Context: an optimization exercise on an open-source flow, tuned for small area. The choices shown serve that exercise and are no tape-out recipe. In this exercise RTL edits were held to simulation tests only and were not proved equivalent to the original. Power figures rest on the tool's default switching activity, not on a simulated workload.

job 7929:
Design Cubeware, start of the top module:
module Cubeware (
    output io_uart_tx,
    input io_uart_rx,
    output io_i2cs_i0_sda_o,
    input io_i2cs_i0_sda_i,
    output io_i2cs_i0_scl_o,
    input io_i2cs_i0_scl_i,
    output io_i2cs_i1_sda_o,
    input io_i2cs_i1_sda_i,
    output io_i2cs_i1_scl_o,
    input io_i2cs_i1_scl_i,
    output io_i2cs_i2_sda_o,
    input io_i2cs_i2_sda_i,
    output io_i2cs_i2_scl_o,
    input io_i2cs_i2_scl_i,
    output io_i2cs_i3_sda_o,
    input io_i2cs_i3_sda_i,
    output io_i2cs_i3_scl_o,
    input io_i2cs_i3_scl_i,
    output io_resetns_i0,
    output io_resetns_i1,
    output io_resetns_i2,
    output io_resetns_i3,
    output [7 : 0] io_layer_mask,
    output [8 : 0] io_ram_read_address,
    input [7 : 0] io_ram_read_data,
    output [8 : 0] io_ram_write_address,
    output io_ram_write_write,
    output [7 : 0] io_ram_write_data,
    input io_clock,
    input io_reset
);
    function ge_n(input [31:0] a, input [31:0] bn, input cin);
        integer i;
        reg c;
        begin
            c = cin;
            for (i = 0; i < 32; i = i + 1)
                c = (a[i] & bn[i]) | (a[i] & c) | (bn[i] & c);
            ge_n = c;
        end
    endfunction
    reg [31:0] csr_period_n;    
    reg [31:0] csr_thresh_n;    
    reg [31:0] csr_disp_n;      
    reg [31:0] csr_delay_n;     
    reg        csr_enable;      
    reg [7:0]  csr_iref;        
    wire       csr_wen;
    wire [4:0] csr_waddr;       
    wire [7:0] csr_wdata;
    wire [19:0] csr_sel;
    genvar gi;
    generate
        for (gi = 0; gi < 20; gi = gi + 1) begin : g_sel
            assign csr_sel[gi] = io_reset || (csr_wen && csr_waddr == gi);
        end
    endgenerate
    always @(posedge io_clock) begin
        if (csr_sel[0])  csr_enable <= io_reset || (|csr_wdata);
        if (csr_sel[1])  csr_iref <= io_reset ? 8'd0 : csr_wdata;
  ...
For scale: roughly 2,400 cells after synthesis, ~67 I/O pins, ~0.031 mm² of cells after synthesis.
Settings: LEC_CHECK=0, CAP_MARGIN=20, CORE_MARGIN=2, CORE_UTILIZATION=70, CTS_BUF_LIST=sky130_fd_sc_hd__clkbuf_16, PLACE_DENSITY=0.8, SLEW_MARGIN=20; clock period 10.0 ns.
standard.sh (not shown) runs the stock make flow with config.mk's settings and CLKGATE_MAP_FILE= SYNTH_SCRIPT=/design/flow/synth_recipe.tcl, a recipe that flattens the netlist after the stock synthesis.
==> flow/flow/run.sh <==
#!/bin/bash
# Own flow: the standard layout, unchanged except that the port buffers
# buffer_ports inserts are the smallest buffer (buf_1) instead of the
# clkdlybuf4s50_1 it picks by default. Every port still gets its buffer.
set -euo pipefail
bash standard.sh "BUFFER_PORTS_ARGS=-buffer_cell sky130_fd_sc_hd__buf_1" finish 2>&1 | tee standard_flow.log
[inputs] job 731 vs job 7929
Settings: putting CTS_CLUSTER_SIZE at 30 where nothing was set; putting CTS_CLUSTER_DIAMETER at 100 where nothing was set.
==> comparison <==
Job 731 completed every stage of the flow, and the final layout passed the timing, design-rule and antenna checks. Comparing maximum frequency for job 731 and job 7929, the bigger number came from job 731. Diff job 7929 -> job 731: relative contribution of the clock network to total power dropped 14 points, setup slack climbed 0.17 ns, global-route track usage on met2 dropped 5.5 points, detailed-route wire length dropped about 10%, total net switching power dropped 0.35 mW. Compare job 731 and job 7929 | part of the power in combinational logic higher: job 731. Cmp job 731 vs job 7929: detailed-route wire length on metal 1 lower in job 731. Between job 731 and job 7929, the power drawn by the clock network is higher for job 7929. Comparing job 7929 against job 731, there is no change at all in sum of overflow across all layers after global routing.
Setup changes, job 731 to job 1869
Settings: changing CTS_BUF_LIST from sky130_fd_sc_hd__clkbuf_16 to sky130_fd_sc_hd__clkbuf_8; changing CTS_CLUSTER_SIZE from 30 to 18.
==> comparison <==
- Taking job 731 as the reference, in job 1869 least setup slack across all paths after layout shrank by 0.25 ns; routed wire length shrank by about 1.2%.
- Looking only at later-pin clock latency in the skew report, and setting everything else aside, the higher value of job 731 and job 1869 goes to job 1869.
## Diff of input files: job 7639 against job 1869
Settings: a change of CTS_CLUSTER_SIZE from 18 to 32; a change of CTS_CLUSTER_DIAMETER from 100 to 120; a change of CTS_BUF_LIST from sky130_fd_sc_hd__clkbuf_8 to sky130_fd_sc_hd__clkbuf_16.
[summary]
Total power, job 7639 and job 1869: lower on job 1869
Combined global-route utilization of all metal layers: job 7639 higher than job 1869
[compare] base=job 1869 new=job 7639: final area held steady; cell internal power dissipation went up; switching power share of the total lost 0.41 points; portion of total power attributed to sequential cells went down 0.8 points; wire length reported by the detailed router picked up an extra about 0.7%.
Compared job 1869 against job 7639; sequential share of layout area within noise.
The worst setup slack for register-to-register paths number comes out higher for job 1869 vs job 7639.

re-timing with driven ports:
No port has a modelled driver above. Below, the same layouts with a new extraction and two added sets of constraints.
Step 1, drivers: a clkbuf_16 drives io_clock and a buf_2 each remaining input, both assumed.
Step 2 also shifts input and output timing later by t, the mid clock arrival at the registers, as if the neighbouring blocks saw the same clock.
Slacks: ideal ports / drivers / drivers and shift; pairs: ideal ports / drivers.
run	shift t [ns]	setup slack, ns	clock arrival spread, ns	worst slew at a driven data input, ns	cell pins on the clock port's net
job 7929	0.667	3.646 / 3.585 / 4.252	0.035 / 0.035	0.05	1
job 731	0.650	3.816 / 3.759 / 4.409	0.020 / 0.020	0.04	1
job 1869	0.750	3.570 / 3.517 / 4.267	0.048 / 0.048	0.04	1
job 7639	0.661	3.738 / 3.681 / 4.342	0.038 / 0.038	0.04	1
After both steps setup and hold are still met in every run listed.
